Context: an optimization exercise on an open-source flow, tuned for small area and a short achievable clock period. The choices shown serve that exercise and are no tape-out recipe.
For this run, only the layout was checked, not whether the RTL still works.
No activity file was given, so power comes from the tool's default toggle rates.

### flow/design.v
`timescale 1ns / 1ps
module lab4_2(
  input [1:0] mode,
  input [2:0] n_gasoline_pumps,
  input [2:0] n_diesel_pumps,
  input [3:0] fuel_amount,
  input fuel_type,
  input CLK,
  input rst,
  output [0:5] pump_status,
  output is_gasoline_queue_not_full,
  output is_diesel_queue_not_full,
  output [3:0] n_cars_in_gasoline_queue,
  output [3:0] n_cars_in_diesel_queue,
  output [7:0] total_gasoline_needed,
  output [7:0] total_diesel_needed,
  output reg invalid_gasoline_car,
  output reg invalid_diesel_car,
  output reg invalid_setup_params
);
reg [2:0] g;             
reg [2:0] s;             
reg [5:0] idle;          
reg [2:0] rem [0:5];     
reg [2:0] qg [0:7];      
reg [2:0] qd [0:7];      
reg [3:0] cg, cd;        
reg [7:0] tg, td;        
wire g_none = (g == 3'd0);
wire d_none = (s == g);
wire set_up = (s != 3'd0);
assign n_cars_in_gasoline_queue = cg | {4{g_none}};
assign n_cars_in_diesel_queue   = cd | {4{d_none}};
assign total_gasoline_needed    = tg | {8{g_none}};
assign total_diesel_needed      = td | {8{d_none}};
assign is_gasoline_queue_not_full = ~g_none & ~cg[3];
assign is_diesel_queue_not_full   = ~d_none & ~cd[3];
reg [5:0] gas, inuse;
integer j, k;
always @* begin
  for (j = 0; j < 6; j = j + 1) begin
    gas[j]   = (g > j);
    inuse[j] = (s > j);
  end
end
wire [5:0] dsl = inuse & ~gas;
genvar gj;
generate for (gj = 0; gj < 6; gj = gj + 1) begin : ps
  assign pump_status[gj] = idle[gj] & inuse[gj];
end endgenerate
wire proc = ~mode[1];    
wire add_mode = (mode == 2'b01);
wire amt_ok = fuel_amount[3] ? (fuel_amount[2:0] == 3'd0) : (fuel_amount[2:0] != 3'd0);
wire [2:0] amt = fuel_amount[2:0];
wire vg0 = add_mode & ~fuel_type & amt_ok & ~g_none;
wire vd0 = add_mode &  fuel_type & amt_ok & ~d_none;
wire [5:0] ig_m = idle & gas & {6{proc}};
wire [5:0] id_m = idle & dsl & {6{proc}};
wire [5:0] busy = ~idle & inuse;
wire [5:0] bg_m = busy & gas;
wire [5:0] bd_m = busy & dsl;
function [2:0] popc6(input [5:0] v);
  popc6 = {2'b0, v[0]} + v[1] + v[2] + v[3] + v[4] + v[5];
endfunction
wire [2:0] n_ig = popc6(ig_m);
wire [2:0] n_id = popc6(id_m);
wire [2:0] n_bg = popc6(bg_m & {6{proc}});
wire [2:0] n_bd = popc6(bd_m & {6{proc}});
reg [2:0] hg [0:5];      
reg [2:0] hd [0:5];
reg [2:0] lg [0:7];
reg [2:0] ld [0:7];
reg [5:0] vg, vd;        
reg [5:0] wg, wd;        
reg [5:0] tq_g, tq_d;    
reg [5:0] tn_g, tn_d;    
always @* begin
  for (k = 0; k < 8; k = k + 1) begin
    lg[k] = qg[k];
    ld[k] = qd[k];
  end
  for (k = 0; k < 6; k = k + 1) begin
    vg[k] = (cg > k);
    vd[k] = (cd > k);
    wg[k] = (cg > k) | (vg0 & (cg == k));
    wd[k] = (cd > k) | (vd0 & (cd == k));
  end
  for (j = 0; j < 6; j = j + 1) begin
    hg[j] = lg[0];
    hd[j] = ld[0];
    tq_g[j] = ig_m[j] & vg[0];
    tq_d[j] = id_m[j] & vd[0];
    tn_g[j] = ig_m[j] & ~vg[0] & wg[0];
    tn_d[j] = id_m[j] & ~vd[0] & wd[0];
    if (ig_m[j]) begin
      for (k = 0; k < 7; k = k + 1) lg[k] = lg[k + 1];
      for (k = 0; k < 5; k = k + 1) begin vg[k] = vg[k + 1]; wg[k] = wg[k + 1]; end
      vg[5] = 1'b0; wg[5] = 1'b0;
    end
    if (id_m[j]) begin
      for (k = 0; k < 7; k = k + 1) ld[k] = ld[k + 1];
      for (k = 0; k < 5; k = k + 1) begin vd[k] = vd[k + 1]; wd[k] = wd[k + 1]; end
      vd[5] = 1'b0; wd[5] = 1'b0;
    end
  end
end
wire direct_g = |tn_g;
wire direct_d = |tn_d;
wire full_g = cg[3] & (n_ig == 3'd0);
wire full_d = cd[3] & (n_id == 3'd0);
wire acc_g = vg0 & ~full_g;
wire acc_d = vd0 & ~full_d;
wire enq_g = acc_g & ~direct_g;
wire enq_d = acc_d & ~direct_d;
wire [3:0] left_g = ({1'b0, n_ig} < cg) ? cg - n_ig : 4'd0;
wire [3:0] left_d = ({1'b0, n_id} < cd) ? cd - n_id : 4'd0;
wire [3:0] setup_sum = {1'b0, n_gasoline_pumps} + {1'b0, n_diesel_pumps};
wire valid_setup = (setup_sum != 4'd0) && (setup_sum <= 4'd6);
wire do_setup = mode[1] & valid_setup;
always @(posedge CLK) begin
  if (rst) begin
    g <= 0;
    s <= 0;
    invalid_gasoline_car <= 0;
    invalid_diesel_car <= 0;
    invalid_setup_params <= 0;
  end else if (mode[1]) begin
    invalid_gasoline_car <= 0;
    invalid_diesel_car <= 0;
    invalid_setup_params <= ~valid_setup;
    if (valid_setup) begin
      g <= n_gasoline_pumps;
      s <= setup_sum[2:0];
    end
  end else begin
    if (set_up) begin
      if (!mode[0]) invalid_setup_params <= 0;
      invalid_gasoline_car <= add_mode & ~fuel_type & ~acc_g;
      invalid_diesel_car   <= add_mode &  fuel_type & ~acc_d;
    end else if (mode[0]) begin
      invalid_gasoline_car <= 0;
      invalid_diesel_car <= 0;
    end
  end
end
always @(posedge CLK) begin
  for (j = 0; j < 6; j = j + 1) begin
    if (do_setup) idle[j] <= 1'b1;
    else if (busy[j]) begin
      if (proc & (rem[j] == 3'd1)) idle[j] <= 1'b1;
    end else if (tq_g[j] | tq_d[j] | tn_g[j] | tn_d[j]) idle[j] <= 1'b0;
    if (busy[j]) rem[j] <= rem[j] - proc;
    else rem[j] <= tq_g[j] ? hg[j] : tq_d[j] ? hd[j] : amt;
  end
  for (k = 0; k < 8; k = k + 1) begin
    qg[k] <= (enq_g && left_g == k) ? amt : lg[k];
    qd[k] <= (enq_d && left_d == k) ? amt : ld[k];
  end
  cg <= do_setup ? 4'd0 : left_g + enq_g;
  cd <= do_setup ? 4'd0 : left_d + enq_d;
  tg <= do_setup ? 8'd0 : tg - n_bg + (acc_g ? fuel_amount : 4'd0);
  td <= do_setup ? 8'd0 : td - n_bd + (acc_d ? fuel_amount : 4'd0);
end
endmodule
### flow/run.sh
#!/bin/bash
# synth_recipe.tcl (not shown) runs the flow's synth.tcl, then flattens the netlist and writes it again
# the make line also repeats each setting of config.mk as NAME=value (left out here)
make -C /OpenROAD-flow-scripts/flow DESIGN_CONFIG=/design/flow/config.mk WORK_HOME=/design/flow/orfs CLKGATE_MAP_FILE= SYNTH_SCRIPT=/design/flow/synth_recipe.tcl finish
### flow/config.mk
export PLATFORM = sky130hd
export DESIGN_NAME = lab4_2
export DESIGN_NICKNAME = lab4_2
export VERILOG_FILES = /design/flow/design.v
export SDC_FILE = /design/flow/constraint.sdc
export NUM_CORES = 4
export LEC_CHECK = 0
export CAP_MARGIN = 20
export CORE_MARGIN = 2
export CORE_UTILIZATION = 40
export SLEW_MARGIN = 20
### flow/constraint.sdc
create_clock -name core_clock -period 13.0 [get_ports {CLK}]
set_input_delay 2.6000 -clock core_clock [delete_from_list [all_inputs] [get_ports {CLK}]]
set_output_delay 2.6000 -clock core_clock [all_outputs]
set_load 0.01 [all_outputs]
==> flow_summary.json <==
{
  "dieWidth_um": 167,
  "ff2ff_path_depth": 24,
  "numCtsBuffers": 9,
  "multiInputGateArea_um2": 7830,
  "met2_usage_pct": 38.8,
  "maxCapViolCount": 0,
  "finalWorstSetupSlack_ps": 3230,
  "hold_path.class": "reg -> reg",
  "synthAdderAreaFrac_pct": 11.7,
  "seqCellArea_um2": 2160,
  "synth_seq_cells": 105,
  "cts-root-buf": "clkbuf_16",
  "antenna_found_initial": 0,
  "cp_max_fo": 26,
  "drv_slew": 0,
  "r2r-end": "td[7]",
  "status": "no timing/DRC/antenna violations",
  "startpoint": "mode[1]",
  "grt_max_degree": 37,
  "synth.cell_area_um2": 10700,
  "power_frac_clock_pct": 13.0,
  "final_nets": 1453,
  "busiest_layer": "met2",
  "setup_viol": 0,
  "final_cell_mix": "nand2_1, nor2_1, dfxtp_1, mux2i_1, inv_1",
  "portBuffers": 49,
  "synth_area_per_cell_um2": 7.79,
  "grtUsageMet1_pct": 34.3,
  "path_common_cell": "fa_1",
  "ant_nets": 0,
  "layoutNonFillerInstCount": 1700,
  "synth_cell_types": 87,
  "first_pass_iters": 26,
  "seqPwrFrac_pct": 26.6,
  "power_frac_comb_pct": 60.4,
  "final.setup_skew_ps": 6.25,
  "cts_setup_buffers": 0,
  "muxShareOfSynthArea_pct": 13.7,
  "critPathCaptureType": "flop",
  "hpwl_um": 25600,
  "synth_xor_area_share_pct": 2.63,
  "place_ws_ps": 2860,
  "globalplace.congestion": 0.927,
  "fill_cells": 2630,
  "final_layout_size_suffix_gt1_share_pct": 10.5,
  "synth_top_family_by_area": "compound AO/OA/AOI/OAI gates",
  "synth_nets": 1463,
  "p_sw_share_pct": 47.0,
  "clock_sinks": 105,
  "hold_depth": 2,
  "reg2reg_from": "g[2]",
  "htreeDepth": 3,
  "num_vias": 10500,
  "holdPathEnd": "invalid_gasoline_car",
  "cp.arrival_ps": 10040,
  "fp.dieH_um": 167,
  "rrSetupSlack_ps": 5050,
  "wl_um": 34800,
  "period_needed_ps": 9770,
  "synthArstFlopShare_pct": 0,
  "synth_ff_type": "dfxtp_1",
  "grtUsageMet3_pct": 3.85,
  "die-area_um2": 28000,
  "max-vdd-ir-drop_mv": 0.0799,
  "final_hold_viol_count": 0,
  "track_usage_pct": 24.6,
  "power.internal_mw": 1.21,
  "std_cell_rows": 59,
  "max_freq_mhz": 102,
  "yosys_warnings": 8,
  "drt_iter0_drc": 1146,
  "yosysSeqAreaShare_pct": 20.3,
  "synthSimpleGateAreaFrac_pct": 21.9,
  "power_density_nw_per_um2": 195,
  "slew_headroom_pct": 33.8,
  "clk_latency_ps": 380,
  "initial_core_util_pct": 40.8,
  "hold_path.startpoint": "invalid_gasoline_car",
  "holdWs_ps": 471,
  "min_period_over_period_pct": 75.2,
  "fin_tns_setup_ps": 0,
  "antenna_cells": 0,
  "vias_per_cell": 6.18,
  "synth_compound_area_share_pct": 23.3,
  "core_um2": 26100,
  "p_switching_mw": 1.07,
  "critical_path_class": "in -> reg",
  "synth_edf_count": 6,
  "p_leak_nw": 4.64,
  "rsz0062_at_grt": "no",
  "grt_pass1_wl_um": 55200,
  "crit_path_top_delay_cell": "inv_1",
  "grt-ovfl-total": 0,
  "final_common_cell": "nand2_1",
  "cts_tree": "yes",
  "startpoint_type": "input port",
  "critical_path.max_stage_delay_ps": 890,
  "crit_required_ps": 13260,
  "num_io_pins": 50,
  "tightest_slew_ps": 984,
  "ctsHoldBuffers": 0,
  "post_cts_resize_count": 0,
  "grt_pass1_vias": 9925,
  "drc": 0,
  "clockBufferDepth": 2,
  "wl_per_cell_um": 20.5,
  "dp_cells": 1684,
  "synthCells": 1370,
  "area_growth_pct": 9.44,
  "clkTransAtPathRegs_ps": 80
}
==> sequential cells by signal (all words and copies together) (netlist names) <==
register              cells
idle                      6
invalid_gasoline_car      1
g                         3
rem                      18
s                         3
tg                        8
cg                        4
td                        8
invalid_diesel_car        1
cd                        4
qd                       24
qg                       24
invalid_setup_params      1
==> critical path: cells and delay by family <==
| family | cells | cell delay (ps) |
|---|---|---|
| and+or+nand+nor | 6 | 1400 |
| AOI/OAI and AO/OA | 6 | 1320 |
| buffers and inverters | 5 | 1640 |
| xor gates and xnor gates | 1 | 130 |
| adders and majority gates | 7 | 2940 |
==> cell usage after synthesis (16+ instances only) <==
master    number  area, um2
mux2i_1       86        861
or2_2         28        175
nor2b_1       20        125
nor3_1        30        150
nor4_1        19        119
o211ai_1      24        180
mux2_2        49        552
nand3_1       30        150
ha_1          49        613
fa_1          29        581
nor2_1       116        435
clkbuf_1      64        240
o21ai_0       58        290
a222oi_1      16        160
nand2_1      167        627
dfxtp_1       99       1980
a21oi_1       67        335
inv_1         85        319
o221ai_1      18        158
xnor2_1       19        166
nand2b_1      22        138
o22ai_1       18        113
a211oi_1      17        128
a31oi_1       21        131
==> power by group through the flow <==
stage,clock network [mW],logic (mW),registers [mW]
after floorplan,0,1.06,0.516
after global placement,0,1.34,0.606
after detailed placement,0,1.36,0.603
after CTS,0.300,1.36,0.597
after global routing,0.311,1.53,0.616
final,0.296,1.37,0.606
==> worst max-delay path by stage <==
| stage | endpoint | cells past startpoint |
|---|---|---|
| global placement | td[7] | 25 |
| floorplan | tg[6] | 27 |
| finish | td[7] | 25 |
| CTS | td[7] | 25 |
| detailed placement | td[7] | 25 |
| global route | td[7] | 25 |
==> kinds of logic after synthesis <==
kind of cell	after synthesis
xor+xnor	32
flops	105
mux	138
compound gates	346
buf+inv	179
simple gates	487
fa+ha+maj	83
==> metrics by stage <==
stage	util, %	cell area, um2	power, mW
after floorplan	-	10700	1.58
after global placement	43.5	11400	1.95
after detailed placement	43.5	11400	1.96
after CTS	44.7	11700	2.26
after global routing	44.7	11700	2.46
final	44.7	11700	2.28
==> cell type report <==
type / count / share of cell area, %
well taps: 335 / 3.59
repair buffers: 64 / 5.17
flip-flops and latches: 105 / 18.5
multi-input cells: 1086 / 67.1
inverters: 94 / 3.04
clock buffers: 10 / 2.14
clock inverters: 6 / 0.461
==> layer usage <==
layer  share of wire [%]  routed length (um)
met1                  45               15600
met5                   0                   0
met2                  44               15400
met4                 2.9                 996
met3                 8.2                2840

==> separate check: timing with driven ports <==
In the flow no input, the clock included, has a driving cell. The finished layout below was timed again as built, in two steps. Step 1, drivers: a clkbuf_16 drives CLK and a buf_2 each remaining input, both assumed. Step 2 adds t to the input delays and takes it off the output delays; t is the mean of the earliest and latest rising clock arrival at the registers after step 1. Input paths then give back, and output paths get back, about the clock's delay inside the block. Three values: no drivers, after step 1, after step 2; two values: the first two.
t (ns): 0.421
slack for setup (ns): 3.227 / 3.253 / 2.832
worst register clock-pin slew, ns: 0.08 / 0.08
After both steps setup and hold are still met in this run. For this run, drivers alone change the setup slack by +0.026 ns; drivers and shift together by -0.395 ns.
